This design comes from an exercise in tuning for small area on the open sky130 flow, not from production work.
No run shown here included a check of the RTL's function; only the layout flow was run.
Power figures rest on the tool's default switching activity, not on a simulated workload.

## design.v

```verilog
module add_32(
    input  [31:0] a,
    input  [31:0] b,
    input         ci,
    output [31:0] c,
    output        co
);
    reg [31:0] p, g;
    integer i, j;
    always @* begin
        p = a ^ b;
        g = a & b;
        g[0] = g[0] | (p[0] & ci);
        for (i = 1; i <= 5; i = i + 1)
            for (j = 2**i - 1; j < 32; j = j + 2**i) begin
                g[j] = g[j] | (p[j] & g[j - 2**(i-1)]);
                p[j] = p[j] & p[j - 2**(i-1)];
            end
        for (i = 5; i > 0; i = i - 1)
            for (j = 2**i + 2**(i-1) - 1; j < 32; j = j + 2**i) begin
                g[j] = g[j] | (p[j] & g[j - 2**(i-1)]);
                p[j] = p[j] & p[j - 2**(i-1)];
            end
    end
    assign c = a ^ b ^ {g[30:0], ci};
    assign co = g[31];
endmodule
module inc30(
    input  [31:0] a,
    output [31:0] y
);
    wire [32:2] cy;
    assign cy[2] = 1'b1;
    genvar i;
    generate
        for (i = 2; i < 32; i = i + 1) begin : carry
            assign cy[i+1] = cy[i] & a[i];
        end
    endgenerate
    assign y = {a[31:2] ^ cy[31:2], a[1:0]};
endmodule
module REG32(
    input             clk,
    input             rst,
    input      [31:0] D,
    output reg [31:0] Q
);
    always @(posedge clk or posedge rst) begin
        if (rst) Q <= 32'b0;
        else Q <= D;
    end
endmodule
module Pipeline_IF(
    input wire clk_IF,
    input wire rst_IF,
    input wire [31:0] PC_in_IF,
    input wire PCSrc,
    output wire [31:0] PC_out_IF
);
    wire [31:0] PC_q;
    wire [31:0] PC_4;
    inc30 pc4(.a(PC_q), .y(PC_4));
    wire [31:0] PC_next = PCSrc ? PC_in_IF : PC_4;
    REG32 PC(
        .clk(clk_IF),
        .rst(rst_IF),
        .D(PC_next),
        .Q(PC_q)
    );
    assign PC_out_IF = PC_q;
endmodule
module IF_reg_ID(
    input wire clk_IFID,
    input wire rst_IFID,
    input wire[31:0] PC_in_IFID,
    input wire[31:0] inst_in_IFID,
    output reg [31:0] PC_out_IFID,
    output reg [31:0] inst_out_IFID
);
always @(posedge clk_IFID or posedge rst_IFID) begin
    if (rst_IFID) begin
        PC_out_IFID <= 32'b0;
        inst_out_IFID <= 32'b0;
    end
    else begin
        PC_out_IFID <= PC_in_IFID;
        inst_out_IFID <= inst_in_IFID;
    end
end
endmodule
module Regs(
    input clk,
    input rst,
    input [4:0] Rs1_addr,
    input [4:0] Rs2_addr,
    input [4:0] Wt_addr,
    input [31:0] Wt_data,
    input RegWrite,
    output [31:0] Rs1_data,
    output [31:0] Rs2_data
);
    reg [32*32-1:32] register;
    reg [31:1] valid;
    wire [31:1] we;
    wire [31:1] sel1, sel2;
    genvar i, b;
    generate
        for (i = 1; i < 32; i = i + 1) begin : dec
            assign we[i] = RegWrite && (Wt_addr == i);
            assign sel1[i] = valid[i] & (Rs1_addr == i);
            assign sel2[i] = valid[i] & (Rs2_addr == i);
        end
    endgenerate
    integer k;
    always @(posedge clk) begin
        for (k = 1; k < 32; k = k + 1)
            if (we[k]) register[k*32 +: 32] <= Wt_data;
    end
    always @(posedge clk or posedge rst) begin
        if (rst) valid <= 31'b0;
        else valid <= valid | we;
    end
    generate
        for (b = 0; b < 32; b = b + 1) begin : rd
            wire [31:1] col;
            for (i = 1; i < 32; i = i + 1) begin : c
                assign col[i] = register[i*32 + b];
            end
            rf_rbit r1(.d(col), .s(sel1), .y(Rs1_data[b]));
            rf_rbit r2(.d(col), .s(sel2), .y(Rs2_data[b]));
        end
    endgenerate
endmodule
module rf_rbit(input [31:1] d, input [31:1] s, output y);
    wire [10:0] t;
    genvar i;
    generate
        for (i = 0; i < 10; i = i + 1) begin : g
            cell_aoi222 u(.a1(d[3*i+1]), .a2(s[3*i+1]), .b1(d[3*i+2]), .b2(s[3*i+2]),
                          .c1(d[3*i+3]), .c2(s[3*i+3]), .y(t[i]));
        end
    endgenerate
    cell_nand2 u10(.a(d[31]), .b(s[31]), .y(t[10]));
    wire u0, u1, u2;
    cell_nand4 n0(.a(t[0]), .b(t[1]), .c(t[2]), .d(t[3]), .y(u0));
    cell_nand4 n1(.a(t[4]), .b(t[5]), .c(t[6]), .d(t[7]), .y(u1));
    cell_nand3 n2(.a(t[8]), .b(t[9]), .c(t[10]), .y(u2));
    cell_or3 o(.a(u0), .b(u1), .c(u2), .y(y));
endmodule
module cell_aoi222(input a1, a2, b1, b2, c1, c2, output y);
    assign y = ~((a1 & a2) | (b1 & b2) | (c1 & c2));
endmodule
module cell_nand2(input a, b, output y);
    assign y = ~(a & b);
endmodule
module cell_nand3(input a, b, c, output y);
    assign y = ~(a & b & c);
endmodule
module cell_nand4(input a, b, c, d, output y);
    assign y = ~(a & b & c & d);
endmodule
module cell_or3(input a, b, c, output y);
    assign y = a | b | c;
endmodule
module cell_inv(input a, output y);
    assign y = ~a;
endmodule
module cell_nor2(input a, b, output y);
    assign y = ~(a | b);
endmodule
module cell_xor2(input a, b, output y);
    assign y = a ^ b;
endmodule
module cell_aoi22(input a1, a2, b1, b2, output y);
    assign y = ~((a1 & a2) | (b1 & b2));
endmodule
module cell_mux2i(input a0, a1, s, output y);
    assign y = ~(s ? a1 : a0);
endmodule
module cell_ha(input a, b, output c, output s);
    assign c = a & b;
    assign s = a ^ b;
endmodule
module ImmGen(
  input [3:0]   ImmType,      
  input [31:2]  inst_field,
  output [31:0] Imm_out
);
    wire [31:0] i_imm = {{20{inst_field[31]}}, inst_field[31:20]};
    wire [31:0] s_imm = {{20{inst_field[31]}}, inst_field[31:25], inst_field[11:7]};
    wire [31:0] b_imm = {{20{inst_field[31]}}, inst_field[7], inst_field[30:25], inst_field[11:8], 1'b0};
    wire [31:0] j_imm = {{12{inst_field[31]}}, inst_field[19:12], inst_field[20], inst_field[30:21], 1'b0};
    wire [31:0] u_imm = {inst_field[31:12], 12'h000};
    wire u = ~|ImmType;
    assign Imm_out = ({32{ImmType[0]}} & i_imm) | ({32{ImmType[1]}} & s_imm)
                   | ({32{ImmType[2]}} & b_imm) | ({32{ImmType[3]}} & j_imm)
                   | ({32{u}} & u_imm);
endmodule
module SCPU_ctrl(
  input [4:0]       OPcode,
  input [2:0]       Fun3,
  input             Fun7,
  output reg        ALUSrc_B,
  output reg        MemtoReg,    
  output reg        PCtoReg,     
  output reg [1:0]  Br,
  output reg        RegWrite,
  output reg        MemRW,
  output reg [3:0]  ALU_Control
);
  localparam AND = 4'b0000, OR = 4'b0001, XOR = 4'b0010,
             ADD = 4'b0100, SUB = 4'b0101,
             SLL = 4'b1000, SRL = 4'b1001,
             SLT = 4'b1100, SLTU = 4'b1101;
  always @* begin
    ALUSrc_B = 1'b0; MemtoReg = 1'b0; PCtoReg = 1'b0;
    Br = 2'b00; RegWrite = 1'b0; MemRW = 1'b0; ALU_Control = AND;
    case (OPcode)
    5'b01100: begin  
        RegWrite = 1'b1;
        case ({Fun3, Fun7})
            4'b0000: ALU_Control = ADD;
            4'b0001: ALU_Control = SUB;
            4'b0010: ALU_Control = SLL;
            4'b0100: ALU_Control = SLT;
            4'b0110: ALU_Control = SLTU;
            4'b1000: ALU_Control = XOR;
            4'b1010: ALU_Control = SRL;
            4'b1011: ALU_Control = SRL;    
            4'b1100: ALU_Control = OR;
            4'b1110: ALU_Control = AND;
            default: RegWrite = 1'b0;
        endcase
    end
    5'b00000: begin  
        ALUSrc_B = 1'b1; MemtoReg = 1'b1; RegWrite = 1'b1; ALU_Control = ADD;
    end
    5'b01000: begin  
        ALUSrc_B = 1'b1; MemRW = 1'b1; ALU_Control = ADD;
    end
    5'b00100: begin  
        ALUSrc_B = 1'b1; RegWrite = 1'b1;
        case (Fun3)
            3'b000: ALU_Control = ADD;
            3'b010: ALU_Control = SLT;
            3'b011: ALU_Control = SLTU;
            3'b100: ALU_Control = XOR;
            3'b110: ALU_Control = OR;
            3'b111: ALU_Control = AND;
            3'b001: ALU_Control = SLL;
            3'b101: ALU_Control = SRL;
        endcase
    end
    5'b11000: begin  
        case (Fun3)
            3'b000: begin Br = 2'b01; ALU_Control = SUB; end
            3'b001: begin Br = 2'b10; ALU_Control = SUB; end
            default: ;
        endcase
    end
    5'b11011: begin  
        PCtoReg = 1'b1; RegWrite = 1'b1; Br = 2'b11;
    end
    5'b11001: begin  
        ALUSrc_B = 1'b1; PCtoReg = 1'b1; RegWrite = 1'b1; Br = 2'b11; ALU_Control = ADD;
    end
    5'b01101: begin  
        PCtoReg = 1'b1; RegWrite = 1'b1;
    end
    default: ;
    endcase
  end
endmodule
module Pipeline_ID (
    input clk_ID,
    input rst_ID,
    input RegWrite_in_ID,
    input [4:0] Rd_addr_ID,
    input [31:0] Wt_data_ID,
    input [31:0] Inst_in_ID,
    output [31:0] Rs1_out_ID,
    output [31:0] Rs2_out_ID,
    output [3:0] ImmType_ID     
);
    Regs Regs_0(
        .clk(clk_ID),
        .rst(rst_ID),
        .RegWrite(RegWrite_in_ID),
        .Wt_data(Wt_data_ID),
        .Wt_addr(Rd_addr_ID),
        .Rs1_addr(Inst_in_ID[19:15]),
        .Rs2_addr(Inst_in_ID[24:20]),
        .Rs1_data(Rs1_out_ID),
        .Rs2_data(Rs2_out_ID)
    );
    wire [4:0] op = Inst_in_ID[6:2];
    assign ImmType_ID[0] = op == 5'b00000 || op == 5'b00100 || op == 5'b11001;
    assign ImmType_ID[1] = op == 5'b01000;
    assign ImmType_ID[2] = op == 5'b11000 && Inst_in_ID[14:13] == 2'b00;
    assign ImmType_ID[3] = op == 5'b11011;
endmodule
module ID_reg_Ex(
    input clk_IDEX,
    input rst_IDEX,
    input [31:0] PC_in_IDEX,
    input [31:0] inst_in_IDEX,
    input [3:0] ImmType_in_IDEX,
    input [31:0] Rs1_in_IDEX,
    input [31:0] Rs2_in_IDEX,
    output reg [31:0] PC_out_IDEX,
    output [31:2] inst_out_IDEX,
    output [3:0] ImmType_out_IDEX,     
    output reg [31:0] Rs1_out_IDEX,
    output reg [31:0] Rs2_out_IDEX
);
    localparam [31:2] INV = 30'b0 | (30'b1 << (4 - 2)) | (30'b111 << (12 - 2));
    reg [31:2] ir;
    reg [3:0] it;    
    always @ (posedge clk_IDEX) begin
        Rs1_out_IDEX <= Rs1_in_IDEX;
    end
    always @ (posedge clk_IDEX or posedge rst_IDEX) begin
        if (rst_IDEX) begin
            PC_out_IDEX <= 32'b0;
            ir <= 30'b0;
            it <= 4'b0;
            Rs2_out_IDEX <= 32'b0;
        end
        else begin
            PC_out_IDEX <= PC_in_IDEX;
            ir <= inst_in_IDEX[31:2] ^ INV;
            it <= ImmType_in_IDEX ^ 4'b0001;
            Rs2_out_IDEX <= Rs2_in_IDEX;
        end
    end
    assign inst_out_IDEX = ir ^ INV;
    assign ImmType_out_IDEX = it ^ 4'b0001;
endmodule
module ALU (
  input [31:0]  A,
  input [31:0]  B,
  input [3:0]   ALU_operation,
  output [31:0] res
);
  wire [3:0] op = ALU_operation;
  wire sub = op[2] & (op[3] | op[0]);
  wire c_and = op[3:1] == 3'b000;                    
  wire c_xor = op[3:2] == 2'b00 & (op[1] | op[0]);   
  wire s_sum = op[3:2] == 2'b01;
  wire s_sr  = op[3:2] == 2'b10 & op[0];
  wire s_sl  = op[3:2] == 2'b10 & ~op[0];
  wire s_lt  = op[3:2] == 2'b11;
  wire [31:0] g, p, sum;
  wire co;
  genvar i;
  generate
    for (i = 0; i < 32; i = i + 1) begin : pg
      wire bx;
      cell_xor2 x(.a(B[i]), .b(sub), .y(bx));
      cell_ha h(.a(A[i]), .b(bx), .c(g[i]), .s(p[i]));
    end
  endgenerate
  alu_carry carry(.p(p), .g(g), .ci(sub), .s(sum), .co(co));
  wire lt = op[0] ? ~co : (p[31] ? sum[31] : A[31]);
  wire lt_n;
  cell_nand2 ltn(.a(s_lt), .b(lt), .y(lt_n));
  wire [31:0] sr;
  alu_shift shifter(.A(A), .s(B[4:0]), .left(~op[0]), .sr(sr));
  generate
    for (i = 0; i < 32; i = i + 1) begin : rb
      wire n1, n2;
      cell_aoi22 l(.a1(c_and), .a2(g[i]), .b1(c_xor), .b2(p[i]), .y(n1));
      cell_aoi222 m(.a1(s_sum), .a2(sum[i]), .b1(s_sr), .b2(sr[i]), .c1(s_sl), .c2(sr[31-i]), .y(n2));
      if (i == 0) begin : b0
        cell_nand3 o(.a(n1), .b(n2), .c(lt_n), .y(res[i]));
      end else begin : bn
        cell_nand2 o(.a(n1), .b(n2), .y(res[i]));
      end
    end
  endgenerate
endmodule
module alu_carry(
  input  [31:0] p,
  input  [31:0] g,
  input         ci,
  output [31:0] s,
  output        co
);
  reg [31:0] pp, gg;
  integer i, j;
  always @* begin
    pp = p;
    gg = g;
    gg[0] = gg[0] | (pp[0] & ci);
    for (i = 1; i <= 5; i = i + 1)
      for (j = 2**i - 1; j < 32; j = j + 2**i) begin
        gg[j] = gg[j] | (pp[j] & gg[j - 2**(i-1)]);
        pp[j] = pp[j] & pp[j - 2**(i-1)];
      end
    for (i = 5; i > 0; i = i - 1)
      for (j = 2**i + 2**(i-1) - 1; j < 32; j = j + 2**i) begin
        gg[j] = gg[j] | (pp[j] & gg[j - 2**(i-1)]);
        pp[j] = pp[j] & pp[j - 2**(i-1)];
      end
  end
  assign s = p ^ {gg[30:0], ci};
  assign co = gg[31];
endmodule
module alu_shift(input [31:0] A, input [4:0] s, input left, output [31:0] sr);
  wire [31:0] v [0:5];
  wire [4:0] sn;
  genvar i, k;
  generate
    for (i = 0; i < 32; i = i + 1) begin : r
      cell_mux2i m(.a0(A[i]), .a1(A[31-i]), .s(left), .y(v[0][i]));   
    end
    for (k = 0; k < 5; k = k + 1) begin : st
      cell_inv si(.a(s[k]), .y(sn[k]));
      for (i = 0; i < 32; i = i + 1) begin : b
        if (i + 2**k < 32) begin : m
          cell_mux2i m(.a0(v[k][i]), .a1(v[k][i + 2**k]), .s(s[k]), .y(v[k+1][i]));
        end else if (k % 2 == 0) begin : z
          cell_nor2 z(.a(s[k]), .b(v[k][i]), .y(v[k+1][i]));
        end else begin : z
          cell_nand2 z(.a(sn[k]), .b(v[k][i]), .y(v[k+1][i]));
        end
      end
    end
  endgenerate
  assign sr = v[5];
endmodule
module Pipeline_Ex(
    input [31:0] PC_in_EX,
    input [31:2] Inst_in_EX,
    input [3:0] ImmType_in_EX,
    input [31:0] Rs1_in_EX,
    input [31:0] Rs2_in_EX,
    output [31:0] PC_out_EX,
    output [31:0] PC4_out_EX,
    output [31:0] ALU_out_EX,
    output [4:0] Rd_addr_EX,
    output [1:0] Br_EX,
    output MemRW_EX,
    output MemtoReg_EX,
    output PCtoReg_EX,
    output RegWrite_EX
);
wire [31:0] imm;
wire alusrc;
wire [3:0] aluctl;
ImmGen ImmGen_0(
    .ImmType(ImmType_in_EX),
    .inst_field(Inst_in_EX),
    .Imm_out(imm)
);
SCPU_ctrl SCPU_ctrl_0(
    .OPcode(Inst_in_EX[6:2]),
    .Fun3(Inst_in_EX[14:12]),
    .Fun7(Inst_in_EX[30]),
    .ALUSrc_B(alusrc),
    .MemtoReg(MemtoReg_EX),
    .PCtoReg(PCtoReg_EX),
    .Br(Br_EX),
    .RegWrite(RegWrite_EX),
    .MemRW(MemRW_EX),
    .ALU_Control(aluctl)
);
assign Rd_addr_EX = Inst_in_EX[11:7];
add_32 target(
    .a(PC_in_EX),
    .b(imm),
    .ci(1'b0),
    .co(),
    .c(PC_out_EX)
);
inc30 pc4(.a(PC_in_EX), .y(PC4_out_EX));
ALU alu_inst(
    .A(Rs1_in_EX),
    .B(alusrc ? imm : Rs2_in_EX),
    .ALU_operation(aluctl),
    .res(ALU_out_EX)
);
endmodule
module Ex_reg_Mem(
  input clk_EXMem,
  input rst_EXMem,
  input [31:0] PC_in_EXMem,
  input [31:0] PC4_in_EXMem,
  input [4:0] Rd_addr_EXMem,
  input [31:0] ALU_in_EXMem,
  input [31:0] Rs2_in_EXMem,
  input [1:0] Br_in_EXMem,
  input MemRW_in_EXMem,
  input MemtoReg_in_EXMem,
  input PCtoReg_in_EXMem,
  input RegWrite_in_EXMem,
  output reg [31:0] PC_out_EXMem,
  output reg [31:0] PC4_out_EXMem,
  output reg [4:0] Rd_addr_out_EXMem,
  output reg [31:0] ALU_out_EXMem,
  output reg [31:0] Rs2_out_EXMem,
  output reg [1:0] Br_out_EXMem,
  output reg MemRW_out_EXMem,
  output reg MemtoReg_out_EXMem,
  output reg PCtoReg_out_EXMem,
  output reg RegWrite_out_EXMem
);
  always @(posedge clk_EXMem) begin
    PC_out_EXMem <= PC_in_EXMem;
    PC4_out_EXMem <= PC4_in_EXMem;
    Rd_addr_out_EXMem <= Rd_addr_EXMem;
  end
  always @(posedge clk_EXMem or posedge rst_EXMem) begin
    if (rst_EXMem) begin
      ALU_out_EXMem <= 32'b0;
      Rs2_out_EXMem <= 32'b0;
      Br_out_EXMem <= 2'b0;
      MemRW_out_EXMem <= 1'b0;
      MemtoReg_out_EXMem <= 1'b0;
      PCtoReg_out_EXMem <= 1'b0;
      RegWrite_out_EXMem <= 1'b0;
    end
    else begin
      ALU_out_EXMem <= ALU_in_EXMem;
      Rs2_out_EXMem <= Rs2_in_EXMem;
      Br_out_EXMem <= Br_in_EXMem;
      MemRW_out_EXMem <= MemRW_in_EXMem;
      MemtoReg_out_EXMem <= MemtoReg_in_EXMem;
      PCtoReg_out_EXMem <= PCtoReg_in_EXMem;
      RegWrite_out_EXMem <= RegWrite_in_EXMem;
    end
  end
endmodule
module Pipeline_Mem(
    input [1:0] Br_in_Mem,
    input [31:0] ALU_in_Mem,
    output PCSrc
);
wire zero = ~|ALU_in_Mem;
assign PCSrc = (Br_in_Mem == 2'b11) | (Br_in_Mem == 2'b01 & zero) | (Br_in_Mem == 2'b10 & ~zero);
endmodule
module Mem_reg_WB(
  input clk_MemWB,
  input rst_MemWB,
  input [31:0] Data_in_MemWB,
  input [4:0] Rd_addr_MemWB,
  input RegWrite_in_MemWB,
  output reg [31:0] Data_out_MemWB,
  output reg [4:0] Rd_addr_out_MemWB,
  output reg RegWrite_out_MemWB
);
  always @(posedge clk_MemWB) begin
    Rd_addr_out_MemWB <= Rd_addr_MemWB;
  end
  always @(posedge clk_MemWB or posedge rst_MemWB) begin
    if (rst_MemWB) begin
      Data_out_MemWB <= 32'b0;
      RegWrite_out_MemWB <= 1'b0;
    end
    else begin
      Data_out_MemWB <= Data_in_MemWB;
      RegWrite_out_MemWB <= RegWrite_in_MemWB;
    end
  end
endmodule
module Pipeline_WB(
    input MemtoReg_in_WB,
    input PCtoReg_in_WB,
    input [31:0] ALU_in_WB,
    input [31:0] DMem_data_WB,
    input [31:0] PC4_in_WB,
    output [31:0] Data_out_WB
);
wire s_mem = MemtoReg_in_WB;
wire s_pc = ~MemtoReg_in_WB & PCtoReg_in_WB;
wire s_alu = ~MemtoReg_in_WB & ~PCtoReg_in_WB;
genvar i;
generate
    for (i = 0; i < 32; i = i + 1) begin : m
        wire n;
        cell_aoi222 u(.a1(s_mem), .a2(DMem_data_WB[i]), .b1(s_pc), .b2(PC4_in_WB[i]),
                      .c1(s_alu), .c2(ALU_in_WB[i]), .y(n));
        cell_inv v(.a(n), .y(Data_out_WB[i]));
    end
endgenerate
endmodule
module Pipeline_CPU(
    input clk,
    input rst,
    input[31:0] Data_in,
    input[31:0] inst_IF,
    output[31:0] PC_out_IF,
    output[31:0] PC_out_ID,
    output[31:0] inst_ID,
    output[31:0] PC_out_EX,
    output       MemRW_Ex,
    output       MemRW_Mem,
    output[31:0] Addr_out,
    output[31:0] Data_out,
    output[31:0] Data_out_WB
);
    wire [31:0] pc_if;
    wire [31:0] pc_id, inst_id, rs1_id, rs2_id;
    wire [3:0]  immtype_id;
    wire [31:0] pc_ex, rs1_ex, rs2_ex;
    wire [31:2] ir_ex;
    wire [3:0]  immtype_ex;
    wire [4:0]  rd_ex;
    wire        memrw_ex, memtoreg_ex, pctoreg_ex, regwrite_ex;
    wire [1:0]  br_ex;
    wire [31:0] target_ex, pc4_ex, alu_ex;
    wire [31:0] target_mem, pc4_mem, alu_mem, rs2_mem;
    wire [4:0]  rd_mem;
    wire [1:0]  br_mem;
    wire        memrw_mem, memtoreg_mem, pctoreg_mem, regwrite_mem;
    wire        pcsrc;
    wire [31:0] wb_next, wb_data;
    wire [4:0]  rd_wb;
    wire        regwrite_wb;
    Pipeline_IF Instruction_Fetch (
        .clk_IF(clk),
        .rst_IF(rst),
        .PC_in_IF(target_mem),
        .PCSrc(pcsrc),
        .PC_out_IF(pc_if)
    );
    IF_reg_ID IF_reg_ID (
        .clk_IFID(clk),
        .rst_IFID(rst),
        .PC_in_IFID(pc_if),
        .inst_in_IFID(inst_IF),
        .PC_out_IFID(pc_id),
        .inst_out_IFID(inst_id)
    );
    Pipeline_ID Instruction_Decoder (
        .clk_ID(clk),
        .rst_ID(rst),
        .RegWrite_in_ID(regwrite_wb),
        .Rd_addr_ID(rd_wb),
        .Wt_data_ID(wb_data),
        .Inst_in_ID(inst_id),
        .Rs1_out_ID(rs1_id),
        .Rs2_out_ID(rs2_id),
        .ImmType_ID(immtype_id)
    );
    ID_reg_Ex ID_reg_Ex (
        .clk_IDEX(clk),
        .rst_IDEX(rst),
        .PC_in_IDEX(pc_id),
        .inst_in_IDEX(inst_id),
        .ImmType_in_IDEX(immtype_id),
        .Rs1_in_IDEX(rs1_id),
        .Rs2_in_IDEX(rs2_id),
        .PC_out_IDEX(pc_ex),
        .inst_out_IDEX(ir_ex),
        .ImmType_out_IDEX(immtype_ex),
        .Rs1_out_IDEX(rs1_ex),
        .Rs2_out_IDEX(rs2_ex)
    );
    Pipeline_Ex Execute (
        .PC_in_EX(pc_ex),
        .Inst_in_EX(ir_ex),
        .ImmType_in_EX(immtype_ex),
        .Rs1_in_EX(rs1_ex),
        .Rs2_in_EX(rs2_ex),
        .PC_out_EX(target_ex),
        .PC4_out_EX(pc4_ex),
        .ALU_out_EX(alu_ex),
        .Rd_addr_EX(rd_ex),
        .Br_EX(br_ex),
        .MemRW_EX(memrw_ex),
        .MemtoReg_EX(memtoreg_ex),
        .PCtoReg_EX(pctoreg_ex),
        .RegWrite_EX(regwrite_ex)
    );
    Ex_reg_Mem Ex_reg_Mem (
        .clk_EXMem(clk),
        .rst_EXMem(rst),
        .PC_in_EXMem(target_ex),
        .PC4_in_EXMem(pc4_ex),
        .Rd_addr_EXMem(rd_ex),
        .ALU_in_EXMem(alu_ex),
        .Rs2_in_EXMem(rs2_ex),
        .Br_in_EXMem(br_ex),
        .MemRW_in_EXMem(memrw_ex),
        .MemtoReg_in_EXMem(memtoreg_ex),
        .PCtoReg_in_EXMem(pctoreg_ex),
        .RegWrite_in_EXMem(regwrite_ex),
        .PC_out_EXMem(target_mem),
        .PC4_out_EXMem(pc4_mem),
        .Rd_addr_out_EXMem(rd_mem),
        .ALU_out_EXMem(alu_mem),
        .Rs2_out_EXMem(rs2_mem),
        .Br_out_EXMem(br_mem),
        .MemRW_out_EXMem(memrw_mem),
        .MemtoReg_out_EXMem(memtoreg_mem),
        .PCtoReg_out_EXMem(pctoreg_mem),
        .RegWrite_out_EXMem(regwrite_mem)
    );
    Pipeline_Mem Memory_Access (
        .Br_in_Mem(br_mem),
        .ALU_in_Mem(alu_mem),
        .PCSrc(pcsrc)
    );
    Pipeline_WB Write_Back (
        .MemtoReg_in_WB(memtoreg_mem),
        .PCtoReg_in_WB(pctoreg_mem),
        .ALU_in_WB(alu_mem),
        .DMem_data_WB(Data_in),
        .PC4_in_WB(pc4_mem),
        .Data_out_WB(wb_next)
    );
    Mem_reg_WB Mem_reg_WB (
        .clk_MemWB(clk),
        .rst_MemWB(rst),
        .Data_in_MemWB(wb_next),
        .Rd_addr_MemWB(rd_mem),
        .RegWrite_in_MemWB(regwrite_mem),
        .Data_out_MemWB(wb_data),
        .Rd_addr_out_MemWB(rd_wb),
        .RegWrite_out_MemWB(regwrite_wb)
    );
    assign PC_out_IF = pc_if;
    assign PC_out_ID = pc_id;
    assign inst_ID = inst_id;
    assign PC_out_EX = target_ex;
    assign MemRW_Ex = memrw_ex;
    assign MemRW_Mem = memrw_mem;
    assign Addr_out = alu_mem;
    assign Data_out = rs2_mem;
    assign Data_out_WB = wb_data;
endmodule
```

## flow/run.sh

```bash
#!/bin/bash
# Layout flow: the standard flow (standard.sh) with three changes:
#  - the port buffers are the smallest buffer cell (buf_1);
#  - the clock tree is built from clkbuf_8 in clusters of at most 16
#    sinks, without dummy loads;
#  - the largest buffers (buf_8 and up) are not used, so that repair
#    buffers the high-fanout nets with small buffers.
# Each step's full log is under orfs/logs; standard.sh's own output goes
# to standard.log.
set -e
PLATFORM_DONT_USE="$(sed -n '/^export DONT_USE_CELLS += /,/^#/p' $FLOW_HOME/platforms/sky130hd/config.mk | grep -o 'sky130_fd_sc_hd__[a-z0-9_]*' | tr '\n' ' ')"
EXTRA_DONT_USE="sky130_fd_sc_hd__buf_8 sky130_fd_sc_hd__buf_12 sky130_fd_sc_hd__buf_16 sky130_fd_sc_hd__bufbuf_8 sky130_fd_sc_hd__bufbuf_16"
export BUFFER_PORTS_ARGS="-buffer_cell sky130_fd_sc_hd__buf_1"
export CTS_ARGS="-sink_clustering_enable -repair_clock_nets -buf_list sky130_fd_sc_hd__clkbuf_8 -sink_clustering_size 16 -sink_clustering_max_diameter 50 -dont_use_dummy_load"
bash standard.sh "DONT_USE_CELLS=$PLATFORM_DONT_USE $EXTRA_DONT_USE" finish > standard.log 2>&1
```

## constraint.sdc

```tcl
create_clock -name core_clock -period 6.3 [get_ports {clk}]
set_input_delay 1.2600 -clock core_clock [delete_from_list [all_inputs] [get_ports {clk}]]
set_output_delay 1.2600 -clock core_clock [all_outputs]
set_load 0.01 [all_outputs]
```

## config.mk

```make
export PLATFORM = sky130hd
export DESIGN_NAME = Pipeline_CPU
export DESIGN_NICKNAME = Pipeline_CPU
export VERILOG_FILES = /design/flow/design.v
export SDC_FILE = /design/flow/constraint.sdc
export NUM_CORES = 8
export LEC_CHECK = 0
export CAP_MARGIN = 20
export CORE_MARGIN = 2
export CORE_UTILIZATION = 60
export GPL_TIMING_DRIVEN = 0
export SLEW_MARGIN = 20
export SYNTH_HIERARCHICAL = 1
```

## standard.sh

```bash
#!/bin/bash
# synth_recipe.tcl (not shown) runs the flow's synth.tcl, then flattens the netlist and writes it again
# the make line also repeats each setting of config.mk as NAME=value (left out here)
make -C /OpenROAD-flow-scripts/flow DESIGN_CONFIG=/design/flow/config.mk WORK_HOME=/design/flow/orfs CLKGATE_MAP_FILE= SYNTH_SCRIPT=/design/flow/synth_recipe.tcl "${@:-finish}"
```

==> impl_metrics.toml, run 1 <==
[cts]
cts.sinks = 1426
cts_buffers = 131
cts.path.max_buffers = 3
root_buffer = "clkbuf_8"
hold_buffers = 0
tritoncts = "built"
clk_latency_ps = 900
clk_pin_slew_worst_paths_ps = 80
htreeDepth = 4

[final_layout]
layout-area-overhead-vs-synth_pct = 11.26
stdcell_count = 5435
fin_nets = 4367
drive_above_1_share = 0.1501

[placement]
port_buffers = 291
hpwl_um = 155000
gp_congestion = 1.033
dp.cells = 5276

[grt]
grt_pass1_vias = 41760
antenna_found_initial = 18
grt.total_usage = 0.4436
grtUsageMet2 = 0.6583
grt_busiest_layer = "met2"
met3_usage = 0.1651
grtUsageMet1 = 0.5332
grt-ovfl-total = 0
grt_first_pass_wirelength_um = 307900
grt_max_degree = 71

[die]
rows = 114
fp.dieW_um = 316.1
ios = 292
core_area_um2 = 96570
start_util = 0.6051
dieArea_um2 = 99890
die_h_um = 316.1

[timing]
fin_crit_sh = 0.9795
maxSlewHeadroom = 0.09296
min_period_ps = 6171
hold_violations = 0
worst_slew_pin_slew_ps = 1361
fmax_ghz = 0.1621
finClkSkew_ps = 101.0
finalSetupViolCount = 0
slew_viol_final = 0
timing.hold.ws_ps = 315.1

[setup_path]
end_kind = "output port"
crit_buf_inv = 3
critPathMaxFanout = 10
worstPathRequired_ps = 5040
critical_path.top_delay_family = "compound AO/OA/AOI/OAI gates"
max_stage_delay_ps = 520
arrival_ps = 4910
reg2reg_setup_slack_ps = 220
reg2reg_from = "Instruction_Fetch.PC.Q[2]$_DFF_PP0_"
cpMaxStageDelayCell = "nand3_1"
r2r_end = "Instruction_Fetch.PC.Q[31]$_DFF_PP0_"
cp_cell_sequence = "buf_4, buf_6, o31ai_4, nand3_1, ha_1, a21oi_1, o21ai_1, a221oi_2, o21a_1, o31ai_4, a31o_1, fa_1, xor2_1, buf_1"
r2r_cells = 30
cp-start-kind = "flop"
path_class = "reg2out"
crit_top_cell = "o31ai_4"

[pwr]
pwr_density_cell_nw_per_um2 = 306.8
peakVddDrop_mv = 0.2454
p_leak_nw = 24.36

[flow_run]
max_cap_viol_count = 0

[hold_path]
hp-class = "reg2reg"
holdPathStages = 0
min_to = "Mem_reg_WB.Rd_addr_out_MemWB[2]$_DFF_P_"
hp-start = "Ex_reg_Mem.Rd_addr_out_EXMem[2]$_DFF_P_"

[route]
drt.antenna.violating_nets = 0
viasPerCell = 7.934
drc = 0
drt_iter0_markers = 10660
routed_wl_um = 223300
first_pass_iters = 14
vias = 43120
wl_per_cell_um = 41.09

[synthesis]
synthCells = 3573
syn_avg_cell_area_um2 = 16.35
ys_warn_count = 16
netlist_area_um2 = 58430

[outcome]
outcome = "finished clean"
[worst max path at each step]
stage,end,slack (ps),start,depth (start not counted)
after detailed placement,Ex_reg_Mem.ALU_out_EXMem[23]$_DFF_PP0_,-360,ID_reg_Ex.ir[2]$_DFF_PP0_,23
after global placement,ID_reg_Ex.Rs1_out_IDEX[23]$_DFF_P_,-1450,IF_reg_ID.inst_out_IFID[19]$_DFF_PP0_,6
after floorplan,Ex_reg_Mem.ALU_out_EXMem[21]$_DFF_PP0_,360,ID_reg_Ex.ir[2]$_DFF_PP0_,23
after global routing,PC_out_EX[27],-5,ID_reg_Ex.it[3]$_DFF_PP0_,14
after CTS,PC_out_EX[27],20,ID_reg_Ex.it[3]$_DFF_PP0_,14
final,PC_out_EX[31],130,ID_reg_Ex.it[1]$_DFF_PP0_,14
[power by group]
part | internal [W] | switching [W]
Clock | 0.00186 | 0.00290
Combinational | 0.00124 | 0.00206
Sequential | 0.0110 | 0.000922
[layout make-up]
| class | instances | area [um^2] |
|---|---|---|
| Antenna cell | 15 | 37.54 |
| Buffer | 76 | 558.0 |
| Clock buffer | 131 | 1803 |
| Fill cell | 6645 | 31560 |
| Inverter | 86 | 332.8 |
| Multi-Input combinational cell | 1986 | 17940 |
| Sequential cell | 1426 | 40150 |
| Tap cell | 1276 | 1597 |
| Timing Repair Buffer | 439 | 2590 |
[through the flow]
stage	area, um^2	TNS (ps)	worst slack [ps]	util	power, W
6_report	65010	0	129.4	0.6732	0.01994
5_1_grt	64980	-5.471	-5.471	0.6729	0.02051
4_1_cts	64800	0	19.77	0.6711	0.01982
3_5_place_dp	62930	-1782	-357.7	0.6517	0.01524
3_3_place_gp	61120	-65630	-1452	0.6329	0.01510
2_1_floorplan	58430	0	363.5	-	0.01349
[timing repair]
| item | in CTS | in global routing |
|---|---|---|
| gates cloned | 1 | 0 |
| endpoints found under the setup margin | 15 | 12 |
| pin swaps | 3 | 4 |
| gates resized for setup | 5 | 21 |
| hold endpoints to repair | 0 | 0 |
| setup buffers | 3 | 5 |
[metal layers]
metal,up-vias,share of wire
met2,4204,0.43
met3,975,0.15
li1,16820,-
met4,4,0.094
met5,-,0.00024
met1,21120,0.32
[placed cells by master, fill, tap and decap left out, types with 10 or more instances in the layout]
master,instances
nand2_1,131
a21o_1,30
nand3_1,73
nor2_4,32
diode_2,15
o21ai_0,10
nor2_1,51
buf_2,21
buf_1,291
clkbuf_8,131
inv_1,79
a22oi_2,32
a222oi_1,704
clkbuf_1,17
nor4_1,10
o21bai_1,30
mux2_4,60
a21oi_1,23
dfxtp_1,106
dfrtp_1,303
dfrtp_2,25
and3_2,59
edfxtp_1,992
ha_1,132
or3_1,65
fa_1,17
buf_4,59
mux2i_1,164
xnor2_1,21
buf_6,126
nand4_1,136
xor2_1,43
[state kept, by name (all words and copies together), names as in the netlist]
register	count
Mem_reg_WB.Rd_addr_out_MemWB	5
Instruction_Decoder.Regs_0.register	992
Ex_reg_Mem.Rs2_out_EXMem	32
Mem_reg_WB.RegWrite_out_MemWB	1
Ex_reg_Mem.RegWrite_out_EXMem	1
IF_reg_ID.PC_out_IFID	32
Instruction_Decoder.Regs_0.valid	31
ID_reg_Ex.PC_out_IDEX	32
Ex_reg_Mem.MemRW_out_EXMem	1
Ex_reg_Mem.PCtoReg_out_EXMem	1
ID_reg_Ex.ir	30
Ex_reg_Mem.PC_out_EXMem	32
ID_reg_Ex.Rs2_out_IDEX	32
Instruction_Fetch.PC.Q	32
Ex_reg_Mem.MemtoReg_out_EXMem	1
Mem_reg_WB.Data_out_MemWB	32
ID_reg_Ex.it	4
IF_reg_ID.inst_out_IFID	32
ID_reg_Ex.Rs1_out_IDEX	32
Ex_reg_Mem.Rd_addr_out_EXMem	5
Ex_reg_Mem.ALU_out_EXMem	32
Ex_reg_Mem.PC4_out_EXMem	32
Ex_reg_Mem.Br_out_EXMem	2
==> run 2, diff against run 1 <==
--- a/design.v
+++ b/design.v
@@ -338,12 +338,12 @@
 endmodule
 module ALU (
   input [31:0]  A,
-  input [31:0]  B,
+  input [31:0]  B_n,          
   input [3:0]   ALU_operation,
   output [31:0] res
 );
   wire [3:0] op = ALU_operation;
-  wire sub = op[2] & (op[3] | op[0]);
+  wire sub_n = ~(op[2] & (op[3] | op[0]));
   wire c_and = op[3:1] == 3'b000;                    
   wire c_xor = op[3:2] == 2'b00 & (op[1] | op[0]);   
   wire s_sum = op[3:2] == 2'b01;
@@ -356,20 +356,20 @@
   generate
     for (i = 0; i < 32; i = i + 1) begin : pg
       wire bx;
-      cell_xor2 x(.a(B[i]), .b(sub), .y(bx));
+      cell_xor2 x(.a(B_n[i]), .b(sub_n), .y(bx));    
       cell_ha h(.a(A[i]), .b(bx), .c(g[i]), .s(p[i]));
     end
   endgenerate
-  alu_carry carry(.p(p), .g(g), .ci(sub), .s(sum), .co(co));
+  alu_carry carry(.p(p), .g(g), .ci(~sub_n), .s(sum), .co(co));
   wire lt = op[0] ? ~co : (p[31] ? sum[31] : A[31]);
   wire lt_n;
   cell_nand2 ltn(.a(s_lt), .b(lt), .y(lt_n));
   wire [31:0] sr;
-  alu_shift shifter(.A(A), .s(B[4:0]), .left(~op[0]), .sr(sr));
+  alu_shift shifter(.A(A), .s_n(B_n[4:0]), .left(~op[0]), .sr(sr));
   generate
     for (i = 0; i < 32; i = i + 1) begin : rb
       wire n1, n2;
-      cell_aoi22 l(.a1(c_and), .a2(g[i]), .b1(c_xor), .b2(p[i]), .y(n1));
+      cell_aoi222 l(.a1(c_and), .a2(g[i]), .b1(c_xor), .b2(p[i]), .c1(1'b0), .c2(1'b0), .y(n1));
       cell_aoi222 m(.a1(s_sum), .a2(sum[i]), .b1(s_sr), .b2(sr[i]), .c1(s_sl), .c2(sr[31-i]), .y(n2));
       if (i == 0) begin : b0
         cell_nand3 o(.a(n1), .b(n2), .c(lt_n), .y(res[i]));
@@ -406,23 +406,23 @@
   assign s = p ^ {gg[30:0], ci};
   assign co = gg[31];
 endmodule
-module alu_shift(input [31:0] A, input [4:0] s, input left, output [31:0] sr);
+module alu_shift(input [31:0] A, input [4:0] s_n, input left, output [31:0] sr);
   wire [31:0] v [0:5];
-  wire [4:0] sn;
+  wire [4:0] s;
   genvar i, k;
   generate
     for (i = 0; i < 32; i = i + 1) begin : r
       cell_mux2i m(.a0(A[i]), .a1(A[31-i]), .s(left), .y(v[0][i]));   
     end
     for (k = 0; k < 5; k = k + 1) begin : st
-      cell_inv si(.a(s[k]), .y(sn[k]));
+      cell_inv si(.a(s_n[k]), .y(s[k]));
       for (i = 0; i < 32; i = i + 1) begin : b
         if (i + 2**k < 32) begin : m
-          cell_mux2i m(.a0(v[k][i]), .a1(v[k][i + 2**k]), .s(s[k]), .y(v[k+1][i]));
+          cell_mux2i m(.a0(v[k][i + 2**k]), .a1(v[k][i]), .s(s_n[k]), .y(v[k+1][i]));
         end else if (k % 2 == 0) begin : z
           cell_nor2 z(.a(s[k]), .b(v[k][i]), .y(v[k+1][i]));
         end else begin : z
-          cell_nand2 z(.a(sn[k]), .b(v[k][i]), .y(v[k+1][i]));
+          cell_nand2 z(.a(s_n[k]), .b(v[k][i]), .y(v[k+1][i]));
         end
       end
     end
@@ -474,9 +474,16 @@
     .c(PC_out_EX)
 );
 inc30 pc4(.a(PC_in_EX), .y(PC4_out_EX));
+wire [31:0] b_n;
+genvar i;
+generate
+    for (i = 0; i < 32; i = i + 1) begin : bsel
+        cell_mux2i m(.a0(Rs2_in_EX[i]), .a1(imm[i]), .s(alusrc), .y(b_n[i]));
+    end
+endgenerate
 ALU alu_inst(
     .A(Rs1_in_EX),
-    .B(alusrc ? imm : Rs2_in_EX),
+    .B_n(b_n),
     .ALU_operation(aluctl),
     .res(ALU_out_EX)
 );
==> run 2 against run 1 <==
  * Maximum frequency grew 0.86%
  * Critical path depth unchanged
  * Clock skew increased by 21 ps
  * Utilization hardly changed
  * Synthesized area shrank 0.40%
  * Non-clock buffer count unchanged
  * Sequential power barely moved
  * Synthesized cell count is 0.17% higher
  * Via count grew 0.73%
  * Sequential share of layout area barely moved
  * Clock-buffer cell count down 11
  * Critical endpoint unchanged
  * Largest cell class unchanged
  * Largest power group unchanged
  * Highest routed layer unchanged
==> impl_metrics.toml, run 2 <==
[timing]
rsz0062_at_grt = "yes"
tns_ps = 0
finClkSkew_ps = 122.4
min_period_ps = 6118
worst_slew_pin_slew_ps = 1149
slew_viol_final = 0
finalSetupViolCount = 0
fin_crit_sh = 0.9712
hold_violations = 0
worst_slack_ps = 181.7
maxSlewHeadroom = 0.2339
fmax_ghz = 0.1634

[setup_path]
end_kind = "output port"
startpoint = "ID_reg_Ex.it[2]$_DFF_PP0_"
cp-start-kind = "flop"
critPathMaxFanout = 10
crit_top_cell = "o21ai_1"
cp_cell_sequence = "buf_4, buf_2, o31ai_4, nand3_1, ha_1, nand2_1, o21ai_1, a221oi_2, o21ai_1, a21o_2, a31o_1, fa_1, xor2_2, buf_1"
cpMaxStageDelayCell = "nand3_1"
max_stage_delay_ps = 430
r2r_end = "Ex_reg_Mem.ALU_out_EXMem[27]$_DFF_PP0_"
crit_buf_inv = 3
critical_path.top_delay_family = "compound AO/OA/AOI/OAI gates"
arrival_ps = 4860
worstPathRequired_ps = 5040
path_class = "reg2out"
reg2reg_setup_slack_ps = 220
r2r_cells = 25
reg2reg_from = "ID_reg_Ex.ir[2]$_DFF_PP0_"

[final_layout]
final_common_cell = "edfxtp_1"
largest_reg_flops = 992
regMostFlops = "Instruction_Decoder.Regs_0.register"
fin_nets = 4428
drive_above_1_share = 0.1313
layout_common_cells = "edfxtp_1 (992), a222oi_1 (736), dfrtp_1 (307)"
layout-area-overhead-vs-synth_pct = 11.61

[route]
wl_per_cell_um = 40.37
viasPerCell = 7.906
drc = 0
vias = 43440
drt.antenna.violating_nets = 0
first_pass_iters = 15
routed_wl_um = 221800
drt_iter0_markers = 10490

[placement]
hpwl_um = 154900
gp_congestion = 1.033
port_buffers = 291
pre_cts_slack_ps = -366.3

[die]
core_area_um2 = 96420
start_util = 0.6035
ios = 292
rows = 114
fp.dieW_um = 315.4
dieArea_um2 = 99490
die_h_um = 315.4

[cts]
root_buffer = "clkbuf_8"
tritoncts = "built"
clk_latency_ps = 900
cts.path.max_buffers = 3
cts.sinks = 1426
clk_pin_slew_worst_paths_ps = 80
htreeDepth = 3
cts_buffers = 120

[pwr]
peakVddDrop_mv = 0.2344
p_leak_nw = 24.79
pwr_density_cell_nw_per_um2 = 302.5
power_w = 0.01965

[flow_run]
max_cap_viol_count = 0

[hold_path]
hp-class = "reg2reg"
holdPathStages = 0
min_to = "Mem_reg_WB.Rd_addr_out_MemWB[3]$_DFF_P_"
hp-start = "Ex_reg_Mem.Rd_addr_out_EXMem[3]$_DFF_P_"

[grt]
grt-ovfl-total = 0
grt_first_pass_wirelength_um = 306400
antenna_found_initial = 33
grt_pass1_vias = 42190
grt_max_degree = 65
grt.total_usage = 0.4400

[synthesis]
synthCells = 3579
syn_avg_cell_area_um2 = 16.26
ys_warn_count = 16
netlist_area_um2 = 58190

[outcome]
outcome = "finished clean"
[run 2: layout make-up]
cell class	instances	area, um^2
flip-flops and latches	1426	40140
fillers	6641	31470
multi-input cells	2053	18030
repair buffers	443	2635
clock buffers	120	1652
well taps	1276	1597
plain buffers	72	499.2
inverters	91	354.1
diodes	13	32.53
[run 2: through the flow]
step	instances	cell area [um^2]	util	hold slack (ps)
after floorplan	3642	58490	-	309.6
after global placement	5209	61180	0.6345	320.8
after detailed placement	5355	63110	0.6545	313.2
after CTS	5477	64800	0.6721	349.9
after global routing	5487	64930	0.6734	355.9
final	5494	64950	0.6736	345.3
[run 2: routing by layer]
layer  GRT usage  vias up  wire, um
li1            -    16950         -
met1      0.5299    21150     70900
met2      0.6681     4234     97290
met3      0.1644     1065     34180
met4      0.2891       34     19160
met5           0        -       257
[run 2: timing repair]
action | CTS | global route
hold buffers | 0 | 0
gates resized for setup | 7 | 15
endpoints found under the setup margin | 17 | 9
buffers inserted | 2 | 0
[run 2: worst max-delay path by stage]
stage | endpoint | slack [ps] | cells after the start
floorplan | Ex_reg_Mem.ALU_out_EXMem[21]$_DFF_PP0_ | 1 | 23
global route | Ex_reg_Mem.ALU_out_EXMem[31]$_DFF_PP0_ | -20 | 25
global placement | Ex_reg_Mem.ALU_out_EXMem[31]$_DFF_PP0_ | -1750 | 20
CTS | PC_out_EX[31] | 20 | 14
detailed placement | Ex_reg_Mem.ALU_out_EXMem[31]$_DFF_PP0_ | -370 | 24
finish | PC_out_EX[31] | 180 | 14
[run 2: where the power goes]
group / total [W] / internal (W) / switching, W
Combinational: 0.00323 / 0.00119 / 0.00204
Clock: 0.00453 / 0.00168 / 0.00285
Sequential: 0.0119 / 0.0110 / 0.000926
==> run 3, diff against run 2 <==
--- a/flow/run.sh
+++ b/flow/run.sh
@@ -3,6 +3,8 @@
 #  - the port buffers are the smallest buffer cell (buf_1);
 #  - the clock tree is built from clkbuf_8 in clusters of at most 16
 #    sinks, without dummy loads;
+#  - after global routing, gates off the critical paths are downsized
+#    (RECOVER_POWER);
 #  - the largest buffers (buf_8 and up) are not used, so that repair
 #    buffers the high-fanout nets with small buffers.
 # Each step's full log is under orfs/logs; standard.sh's own output goes
@@ -12,4 +14,4 @@
 EXTRA_DONT_USE="sky130_fd_sc_hd__buf_8 sky130_fd_sc_hd__buf_12 sky130_fd_sc_hd__buf_16 sky130_fd_sc_hd__bufbuf_8 sky130_fd_sc_hd__bufbuf_16"
 export BUFFER_PORTS_ARGS="-buffer_cell sky130_fd_sc_hd__buf_1"
 export CTS_ARGS="-sink_clustering_enable -repair_clock_nets -buf_list sky130_fd_sc_hd__clkbuf_8 -sink_clustering_size 16 -sink_clustering_max_diameter 50 -dont_use_dummy_load"
-bash standard.sh "DONT_USE_CELLS=$PLATFORM_DONT_USE $EXTRA_DONT_USE" finish > standard.log 2>&1
+bash standard.sh "DONT_USE_CELLS=$PLATFORM_DONT_USE $EXTRA_DONT_USE" RECOVER_POWER=100 finish > standard.log 2>&1
==> run 3 against run 2 <==
  * Via count decreased by 0.26%
  * Die area unchanged
  * Sequential power about the same
  * Now fails the layout checks on capacitance limit, slew limit
  * Maximum frequency decreased by 0.42%
  * Setup slack got worse by 26 ps
  * Synthesized area unchanged
  * Critical path type unchanged
  * Highest routed layer unchanged
==> impl_metrics.toml, run 3 <==
[placement]
gp_congestion = 1.033
port_buffers = 291
placed_area_um2 = 63110
hpwl_um = 154900
pre_cts_slack_ps = -366.3

[die]
dieArea_um2 = 99490
ios = 292
fp.dieW_um = 315.4
start_util = 0.6035
die_h_um = 315.4
rows = 114
core_area_um2 = 96420

[cts]
hold_buffers = 0
htreeDepth = 3
cts.path.max_buffers = 3
root_buffer = "clkbuf_8"
clk_latency_ps = 900
clk_pin_slew_worst_paths_ps = 90
cts.sinks = 1426
cts_buffers = 120
tritoncts = "built"

[final_layout]
fin_nets = 4428
register_area_um2 = 40120
layout_common_cells = "edfxtp_1 (992), a222oi_1 (736), dfrtp_1 (327)"
layout-area-overhead-vs-synth_pct = 11.45
drive_above_1_share = 0.1225
largest_reg_flops = 992
final_util = 0.6726
final_common_cell = "edfxtp_1"
design_area_um2 = 64850
fillerInstances = 6681
regMostFlops = "Instruction_Decoder.Regs_0.register"
multi_input_area_um2 = 18030

[flow_run]
max_cap_viol_count = 7

[timing]
fmax_ghz = 0.1628
hold_violations = 0
finalSetupViolCount = 0
worst_slack_ps = 155.9
fin_crit_sh = 0.9753
min_period_ps = 6144
worst_slew_pin_slew_ps = 3192
timing.hold.ws_ps = 345.4
rsz0062_at_grt = "yes"
slew_viol_final = 268
maxSlewHeadroom = -1.128
finClkSkew_ps = 121.1

[grt]
grt_pass1_vias = 42190
grt-ovfl-total = 0
grt_first_pass_wirelength_um = 306400
grt_max_degree = 65
grt.total_usage = 0.4400
antenna_found_initial = 33

[setup_path]
cp-start-kind = "flop"
max_stage_delay_ps = 430
worstPathRequired_ps = 5040
crit_buf_inv = 3
end_kind = "output port"
critical_path.top_delay_family = "compound AO/OA/AOI/OAI gates"
critPathMaxFanout = 10
cp_cell_sequence = "buf_4, buf_2, o31ai_4, nand3_2, ha_1, a21oi_1, o21ai_0, a32oi_1, o41ai_4, a21o_2, a31o_1, fa_1, xor2_2, buf_1"
arrival_ps = 4880
cpMaxStageDelayCell = "ha_1"
path_class = "reg2out"

[synthesis]
syn_avg_cell_area_um2 = 16.26
ys_warn_count = 16
synthCells = 3579
netlist_area_um2 = 58190

[pwr]
pwr_density_cell_nw_per_um2 = 302.5
peakVddDrop_mv = 0.2352
p_leak_nw = 24.75

[outcome]
outcome = "failed layout checks"
failed_checks = "capacitance limit, slew limit"

[route]
wl_per_cell_um = 40.30
vias = 43320
viasPerCell = 7.883
first_pass_iters = 14
drt.antenna.violating_nets = 0
drc = 0
drt_iter0_markers = 10340
routed_wl_um = 221500

[hold_path]
hp-class = "reg2reg"
run 3: worst paths after layout:
check                                                              from                                 endpoint  slack (ps)  cells after the start
worst max-delay path                          ID_reg_Ex.it[2]$_DFF_PP0_                            PC_out_EX[31]         160                     14
worst min register to register  Ex_reg_Mem.Rd_addr_out_EXMem[1]$_DFF_P_  Mem_reg_WB.Rd_addr_out_MemWB[1]$_DFF_P_         350                      0
worst max register to register      Instruction_Fetch.PC.Q[2]$_DFF_PP0_     Instruction_Fetch.PC.Q[31]$_DFF_PP0_         240                     30
min in group asynchronous                                           rst  Mem_reg_WB.RegWrite_out_MemWB$_DFF_PP0_         480                      2
worst min-delay path            Ex_reg_Mem.Rd_addr_out_EXMem[1]$_DFF_P_  Mem_reg_WB.Rd_addr_out_MemWB[1]$_DFF_P_         350                      0
max in group asynchronous                                           rst    Ex_reg_Mem.ALU_out_EXMem[4]$_DFF_PP0_        2230                      3
run 3: per-layer routing:
metal | global-route usage | share of wire | vias to the layer above
met5 | 0 | 0.0015 | -
met3 | 0.1644 | 0.15 | 1034
li1 | - | - | 16950
met4 | 0.2891 | 0.084 | 34
met2 | 0.6681 | 0.44 | 4332
met1 | 0.5299 | 0.32 | 20980
run 3: cell type report:
class | instances | share of cell area
timing repair buffer | 443 | 0.04003
tap | 1276 | 0.02462
clock buffer | 120 | 0.02547
inverter | 91 | 0.005363
buffer | 72 | 0.007216
antenna | 15 | 0.0005788
multi-input combinational | 2053 | 0.2781
sequential | 1426 | 0.6186
run 3: power by group:
| part | switching (W) | internal [W] |
|---|---|---|
| clock | 0.00283 | 0.00168 |
| sequential | 0.000924 | 0.0110 |
| combinational | 0.00204 | 0.00118 |
| total | 0.00579 | 0.0138 |
run 3: repair_timing:
item	CTS	global route
gates resized for setup	7	15
setup endpoints to repair	17	9
hold endpoints to repair	0	0
cloned	0	0
setup buffers	2	0
run 3: through the flow:
step / total power [W] / instances / setup TNS (ps)
2_1_floorplan: 0.01345 / 3642 / 0
3_3_place_gp: 0.01503 / 5209 / -77820
3_5_place_dp: 0.01516 / 5355 / -2333
4_1_cts: 0.01950 / 5477 / 0
5_1_grt: 0.02019 / 5487 / -28.69
6_report: 0.01962 / 5496 / 0
==> run 4, diff against run 3 <==
==> flow/run.sh (replaced) <==
#!/bin/bash
# Layout flow: the standard flow (standard.sh) with these changes:
#  - the port buffers are the smallest buffer cell (buf_1);
#  - the clock tree is built from clkbuf_8 in clusters of at most 16
#    sinks, without dummy loads;
#  - the larger buffers (buf_6 and up) are not used, so that repair
#    buffers the high-fanout nets with small buffers;
#  - the buffers synthesis made are removed before placement
#    (REMOVE_ABC_BUFFERS), as the standard flow's timing-driven
#    placement would.
# Each step's full log is under orfs/logs; standard.sh's own output goes
# to standard.log.
set -e
PLATFORM_DONT_USE="$(sed -n '/^export DONT_USE_CELLS += /,/^#/p' $FLOW_HOME/platforms/sky130hd/config.mk | grep -o 'sky130_fd_sc_hd__[a-z0-9_]*' | tr '\n' ' ')"
EXTRA_DONT_USE="sky130_fd_sc_hd__buf_6 sky130_fd_sc_hd__buf_8 sky130_fd_sc_hd__buf_12 sky130_fd_sc_hd__buf_16 sky130_fd_sc_hd__bufbuf_8 sky130_fd_sc_hd__bufbuf_16"
export BUFFER_PORTS_ARGS="-buffer_cell sky130_fd_sc_hd__buf_1"
export CTS_ARGS="-sink_clustering_enable -repair_clock_nets -buf_list sky130_fd_sc_hd__clkbuf_8 -sink_clustering_size 16 -sink_clustering_max_diameter 50 -dont_use_dummy_load"
bash standard.sh "DONT_USE_CELLS=$PLATFORM_DONT_USE $EXTRA_DONT_USE" REMOVE_ABC_BUFFERS=1 finish > standard.log 2>&1
==> run 4 against run 3 <==
  * The run now finishes clean
  * Register-to-register slack lost 50 ps
  * Utilization shrank 0.76 points
  * Synthesized area is essentially flat
  * Die area is essentially flat
  * Maximum frequency shrank 1.9%
  * Combinational power shrank 3%
  * Largest cell class unchanged
  * Largest power group unchanged
==> impl_metrics.toml, run 4 <==
[outcome]
outcome = "finished clean"

[pwr]
combPwrFrac = 0.157
internal-power_w = 0.01400
power_w = 0.01991
p_leak_nw = 24.43
power_switching_w = 0.005908
clkPwrFrac = 0.243
swShare = 0.2968
pwr-share-seq = 0.600
pwr_density_cell_nw_per_um2 = 310.5
peakVddDrop_mv = 0.2311

[setup_path]
cpMaxStageDelayCell = "dfrtp_1"
path_class = "reg2out"
crit_buf_inv = 3
arrival_ps = 5000
cp_cell_sequence = "o31ai_4, buf_1, buf_1, nand3_1, ha_1, a21oi_2, o21ai_1, a221oi_2, o21ai_1, a21o_2, a31o_1, fa_1, xor2_2, buf_1"
r2r_cells = 30
reg2reg_from = "Instruction_Fetch.PC.Q[2]$_DFF_PP0_"
critPathMaxFanout = 14
max_stage_delay_ps = 580
end_kind = "output port"
critical_path.top_delay_family = "compound AO/OA/AOI/OAI gates"
cp-start-kind = "flop"
crit_top_cell = "buf_1"
worstPathRequired_ps = 5040
r2r_end = "Instruction_Fetch.PC.Q[31]$_DFF_PP0_"
reg2reg_setup_slack_ps = 190

[timing]
finClkSkew_ps = 99.63
timing.hold.ws_ps = 321.5
hold_violations = 0
fmax_ghz = 0.1596
worst_slew_pin_slew_ps = 1086
maxSlewHeadroom = 0.2743
finalSetupViolCount = 0
fin_crit_sh = 0.9943
min_period_ps = 6264
slew_viol_final = 0

[flow_run]
max_cap_viol_count = 0

[route]
drc = 0
wl_per_cell_um = 39.61
drt.antenna.violating_nets = 0
first_pass_iters = 15
routed_wl_um = 215300
viasPerCell = 7.767
vias = 42220
drt_iter0_markers = 9879

[cts]
clk_pin_slew_worst_paths_ps = 100
root_buffer = "clkbuf_8"
cts_buffers = 134
clk_latency_ps = 870
cts.path.max_buffers = 3
htreeDepth = 4
cts.sinks = 1426
tritoncts = "built"

[final_layout]
regMostFlops = "Instruction_Decoder.Regs_0.register"
final_common_cell = "edfxtp_1"
fin_nets = 4371
layout-area-overhead-vs-synth_pct = 10.22
drive_above_1_share = 0.1251
design_area_um2 = 64120
layout_common_cells = "edfxtp_1 (992), a222oi_1 (736), buf_1 (302)"
largest_reg_flops = 992

[placement]
hpwl_um = 149600
placed_area_um2 = 62010
gp_congestion = 1.042
port_buffers = 291

[die]
dieArea_um2 = 99470
rows = 114
start_util = 0.6033
fp.dieW_um = 315.4
core_area_um2 = 96420
ios = 292
die_h_um = 315.4

[synthesis]
syn_avg_cell_area_um2 = 16.25
synthCells = 3579
netlist_area_um2 = 58180
ys_warn_count = 16

[hold_path]
hp-start = "Ex_reg_Mem.Rd_addr_out_EXMem[3]$_DFF_P_"
hp-class = "reg2reg"
holdPathStages = 0
min_to = "Mem_reg_WB.Rd_addr_out_MemWB[3]$_DFF_P_"

[grt]
grtUsageMet2 = 0.6432
grt-ovfl-total = 0
grt_busiest_layer = "met2"
grt_pass1_vias = 40450
met3_usage = 0.1424
grt_first_pass_wirelength_um = 296200
grt.total_usage = 0.4258
grt_max_degree = 58
antenna_found_initial = 21
grtUsageMet1 = 0.5388
[run 4: changes by cell type in the layout (fill, tap and decap cells not counted), sizes merged]
cell      before  now
nor4bb         0    1
buf          482  443
diode         15   12
clkbuf       153  134
inv           88   90
clkinvlp       3    2
nor2b          9   13
and2b          4    0
and4bb         1    0
[run 4: area by class of cell]
cell class,count,area [um^2]
tap,1276,1597
fill,6825,32300
inverter,91,357.8
timing repair buffer,443,2115
sequential,1426,40160
clock buffer,134,1844
antenna,12,30.03
multi-input combinational,2053,18010
timing repair inverter,1,5.005
[run 4: routing by layer]
layer,vias up,routed length [um]
met4,14,16120
li1,16820,-
met1,20870,71350
met3,673,32660
met5,-,212
met2,3843,95000
[run 4: power by group through the flow]
| stage | clock network [W] | logic (W) | registers (W) |
|---|---|---|---|
| after global routing | 0.00516 | 0.00334 | 0.0120 |
| after detailed placement | 0 | 0.00302 | 0.0121 |
| final | 0.00483 | 0.00313 | 0.0119 |
| after floorplan | 0 | 0.00166 | 0.0118 |
| after CTS | 0.00483 | 0.00305 | 0.0119 |
| after global placement | 0 | 0.00297 | 0.0121 |
[run 4: what timing repair did]
action,4_1_cts,5_1_grt
pin swaps,2,2
setup endpoints to repair,27,29
resized for setup,4,26
cloned,0,1
hold buffers,0,0
buffers inserted,8,11
[run 4: worst max-delay path by stage]
stage          slack [ps]                       from                                      to  depth (start not counted)
6_report               40  ID_reg_Ex.it[1]$_DFF_PP0_                           PC_out_EX[31]                         14
5_1_grt               -40  ID_reg_Ex.it[1]$_DFF_PP0_                           PC_out_EX[31]                         14
4_1_cts                 7  ID_reg_Ex.ir[5]$_DFF_PP0_   Ex_reg_Mem.ALU_out_EXMem[0]$_DFF_PP0_                         24
3_5_place_dp         -630  ID_reg_Ex.ir[2]$_DFF_PP0_   Ex_reg_Mem.ALU_out_EXMem[0]$_DFF_PP0_                         24
3_3_place_gp        -8060  ID_reg_Ex.ir[2]$_DFF_PP0_   Ex_reg_Mem.ALU_out_EXMem[0]$_DFF_PP0_                         22
2_1_floorplan       -4260  ID_reg_Ex.ir[2]$_DFF_PP0_  Ex_reg_Mem.ALU_out_EXMem[21]$_DFF_PP0_                         20
[run 4: metrics by stage]
step	setup WS, ps	std cells	util	TNS [ps]
after floorplan	-4265	3570	-	-122560
after global placement	-8061	5137	0.6285	-282150
after detailed placement	-630.5	5270	0.6431	-6997
after CTS	6.827	5412	0.6628	0
after global routing	-39.67	5426	0.6647	-39.67
final	36.13	5436	0.6650	0

what the ideal ports hide:
How much do the figures lean on ideal ports? The routed layouts below were timed once more, with nothing changed but the port constraints. Step 1, drivers: a clkbuf_16 drives clk and a buf_2 each remaining input, both assumed. Step 2 times the ports against the registers' clock, not the clock port: input delays grow and output delays shrink by t, the midpoint of the rising clock arrivals with the driver on. Slacks: ideal / step 1 / step 2; pairs: ideal / step 1.
| run | shift t [ns] | setup slack, ns | slew at the worst register clock pin (ns) | cell pins on the clock port's net |
|---|---|---|---|---|
| run 1 | 0.917 | 0.129 / 0.066 / 0.225 | 0.10 / 0.10 | 1 |
| run 2 | 0.910 | 0.182 / 0.108 / 0.215 | 0.11 / 0.11 | 1 |
| run 3 | 0.911 | 0.156 / 0.081 / 0.240 | 0.10 / 0.10 | 1 |
| run 4 | 0.902 | 0.036 / -0.045 / 0.190 | 0.10 / 0.10 | 1 |
